From an optimization exercise on the open Yosys and OpenROAD flow, aimed at small area, a short achievable clock period and few clock cycles per item; shortcuts taken in it are not production practice.
Function was checked by simulation only, so behaviour that the tests miss may differ from the original.
No activity file was given, so power comes from the tool's default toggle rates.

==> lagoon <==
Design top, start of the top module:
module top(clock, reset, DataIn, Go_flag, Found, Ready);
input clock;
input reset;
input [7:0] DataIn;
input Go_flag;
output [31:0] Found;
output Ready;
Match Match_DUT(.clock(clock), .reset(reset), .DataIn(DataIn), .Go_flag(Go_flag), .Found(Found), .Ready(Ready));
endmodule
export LEC_CHECK = 0
export CAP_MARGIN = 20
export CORE_MARGIN = 2
export CORE_UTILIZATION = 30
export CTS_BUF_LIST = sky130_fd_sc_hd__clkbuf_4
export SETUP_SLACK_MARGIN = 1.0
export SLEW_MARGIN = 20
create_clock -name core_clock -period 3.5 [get_ports {clock}]
standard.sh (not shown) runs the stock make flow with config.mk's settings and CLKGATE_MAP_FILE= SYNTH_SCRIPT=/design/flow/synth_recipe.tcl, a recipe that flattens the netlist after the stock synthesis.
==> flow/flow/run.sh <==
#!/bin/bash
# Standard ORFS layout, except: port buffers of a plain buffer cell, resizing
# free to change a cell's footprint, and no half/full-adder cell extraction in
# synthesis (the design has no arithmetic; the extracted cells are slow).
set -euo pipefail
cd "$(dirname "$0")/.."
bash standard.sh MATCH_CELL_FOOTPRINT=0 "BUFFER_PORTS_ARGS=-buffer_cell sky130_fd_sc_hd__buf_1" ADDER_MAP_FILE= finish > standard_flow.log 2>&1
==> inputs of xenon, as changes to lagoon <==
Settings changed: SETUP_SLACK_MARGIN 1.0 to 1.4.
==> inputs of fjord, as changes to lagoon <==
Settings changed: CORE_UTILIZATION 30 to 40, SETUP_SLACK_MARGIN 1.0 to 1.2.
==> inputs of onyx, as changes to lagoon <==
Settings changed: CTS_BUF_LIST sky130_fd_sc_hd__clkbuf_4 to sky130_fd_sc_hd__clkbuf_2, SETUP_SLACK_MARGIN 1.0 to 1.2.
==> qor summary <==
Status: xenon no timing/DRC/antenna violations; lagoon no timing/DRC/antenna violations; fjord no timing/DRC/antenna violations; onyx no timing/DRC/antenna violations
Worst vdd ir: xenon 0.159 mV; lagoon 0.137 mV; fjord 0.166 mV; onyx 0.129 mV
Worst hold margin: xenon 0.613 ns; lagoon 0.713 ns; fjord 0.733 ns; onyx 0.682 ns
Signal buf overhead: xenon 16.8%; lagoon 8.88%; fjord 10.7%; onyx 8.75%
Worst Tran Pin Value: xenon 0.612 ns; lagoon 0.682 ns; fjord 0.630 ns; onyx 0.586 ns
Post-Layout Cell Count: xenon 331; lagoon 314; fjord 298; onyx 314
Count of plain and timing-repair buffers in the layout: xenon 55; lagoon 37; fjord 41; onyx 37
CP most frequent cell: xenon a22o_1; lagoon -; fjord nor2_1; onyx -
Leading power group: xenon combinational logic; lagoon registers; fjord registers; onyx registers
Core footprint: xenon 5200 um2; lagoon 5200 um2; fjord 3970 um2; onyx 5200 um2
Total track usage: xenon 14.7%; lagoon 14.3%; fjord 18.8%; onyx 14.3%
WL met3: xenon 271 um; lagoon 345 um; fjord 306 um; onyx 367 um
Overall die area: xenon 6100 um2; lagoon 6100 um2; fjord 4650 um2; onyx 6100 um2
Testbench counts of lagoon, summed over its fixed seeds: cycles 3,208, chars 3,200.
Testbench counts of xenon, summed over its fixed seeds: cycles 3,208, chars 3,200.
Testbench counts of fjord, summed over its fixed seeds: cycles 3,208, chars 3,200.
Testbench counts of onyx, summed over its fixed seeds: cycles 3,208, chars 3,200.

========
==> willow: inputs <==
Another version of the RTL of top (not shown whole).
export LEC_CHECK = 0
export CAP_MARGIN = 20
export CORE_MARGIN = 2
export CORE_UTILIZATION = 30
export SETUP_SLACK_MARGIN = 1.2
export SLEW_MARGIN = 20
create_clock -name core_clock -period 3.5 [get_ports {clock}]
Scripts as last shown in full above: flow/flow/run.sh
==> violet: changes against willow <==
==> flow/flow/run.sh (replaced) <==
#!/bin/bash
# Standard ORFS layout, but with port buffers of a plain buffer cell and
# resizing free to change a cell's footprint.
set -euo pipefail
cd "$(dirname "$0")/.."
bash standard.sh MATCH_CELL_FOOTPRINT=0 "BUFFER_PORTS_ARGS=-buffer_cell sky130_fd_sc_hd__buf_2" finish > standard_flow.log 2>&1
- SETUP_SLACK_MARGIN: 1.2 -> 1.0
==> zinc: changes against willow <==
==> flow/flow/run.sh (replaced) <==
#!/bin/bash
# Standard ORFS layout, except: port buffers of a plain buffer cell, resizing
# free to change a cell's footprint, and no half/full-adder cell extraction in
# synthesis (the design has no arithmetic; the extracted cells are slow).
set -euo pipefail
cd "$(dirname "$0")/.."
bash standard.sh MATCH_CELL_FOOTPRINT=0 "BUFFER_PORTS_ARGS=-buffer_cell sky130_fd_sc_hd__buf_2" ADDER_MAP_FILE= finish > standard_flow.log 2>&1
- CORE_UTILIZATION: 30 -> 55
==> qor summary <==
item                                                                         zinc                   violet                   willow
Clock buffer count                                                              4                        3                        4
Inserted tap cell count                                                        46                       75                       75
Post-synth design cell area                                            1900 sq um               1830 sq um               1900 sq um
Die footprint                                                          3930 sq um               6730 sq um               6970 sq um
Largest stage delay on the critical path                                  0.42 ns                  0.51 ns                  0.43 ns
Startpoint of the lowest-slack register-to-register path       Match_DUT.state[3]       Match_DUT.state[0]       Match_DUT.state[0]
XOR/XNOR share of the synthesized area                                     0.0185                   0.0192                   0.0185
Status                                                    complete, no violations  complete, no violations  complete, no violations
Net Sw Frac                                                                 0.379                    0.358                    0.347
Power Dens Cells                                                      194 nW/um^2              202 nW/um^2              210 nW/um^2
Final GP Congestion                                                         0.917                    0.929                    0.974
Number of placed instances, taps included                                     312                      338                      341
Non-clock inverters                                                             4                        6                        4
Testbench counts of willow, summed over its fixed seeds: cycles 3,208, chars 3,200.
Testbench counts of violet, summed over its fixed seeds: cycles 3,208, chars 3,200.
Testbench counts of zinc, summed over its fixed seeds: cycles 3,208, chars 3,200.

[what the ideal ports hide]
How much do the figures lean on ideal ports? The routed layouts below were timed once more, with nothing changed but the port constraints. Step 1 (the two cells are an assumption about what drives the block):
set clk [get_ports {clock}]
set_driving_cell -lib_cell sky130_fd_sc_hd__clkbuf_16 $clk
set_driving_cell -lib_cell sky130_fd_sc_hd__buf_2 [delete_from_list [all_inputs] $clk]
Step 2 adds t to the input delays and takes it off the output delays; t is the mean of the earliest and latest rising clock arrival at the registers after step 1. Input paths then give back, and output paths get back, about the clock's delay inside the block. Three values: ideal, step 1, step 2; two values: the first two.
| run | t, ns | slack for setup (ns) | slew at the worst register clock pin (ns) |
|---|---|---|---|
| lagoon | 0.285 | 1.215 / 1.195 / 1.045 | 0.07 / 0.07 |
| xenon | 0.277 | 1.392 / 1.373 / 1.188 | 0.07 / 0.07 |
| fjord | 0.291 | 1.319 / 1.298 / 1.051 | 0.07 / 0.07 |
| onyx | 0.274 | 1.332 / 1.312 / 1.080 | 0.11 / 0.11 |
| willow | 0.256 | 1.330 / 1.308 / 1.138 | 0.05 / 0.05 |
| violet | 0.259 | 1.110 / 1.110 / 1.110 | 0.05 / 0.05 |
| zinc | 0.300 | 1.318 / 1.297 / 1.125 | 0.07 / 0.07 |
After both steps every run listed still meets setup and hold. The setup slack of fjord, which loses most, moves by -0.021 ns with the drivers and by -0.268 ns with both steps.
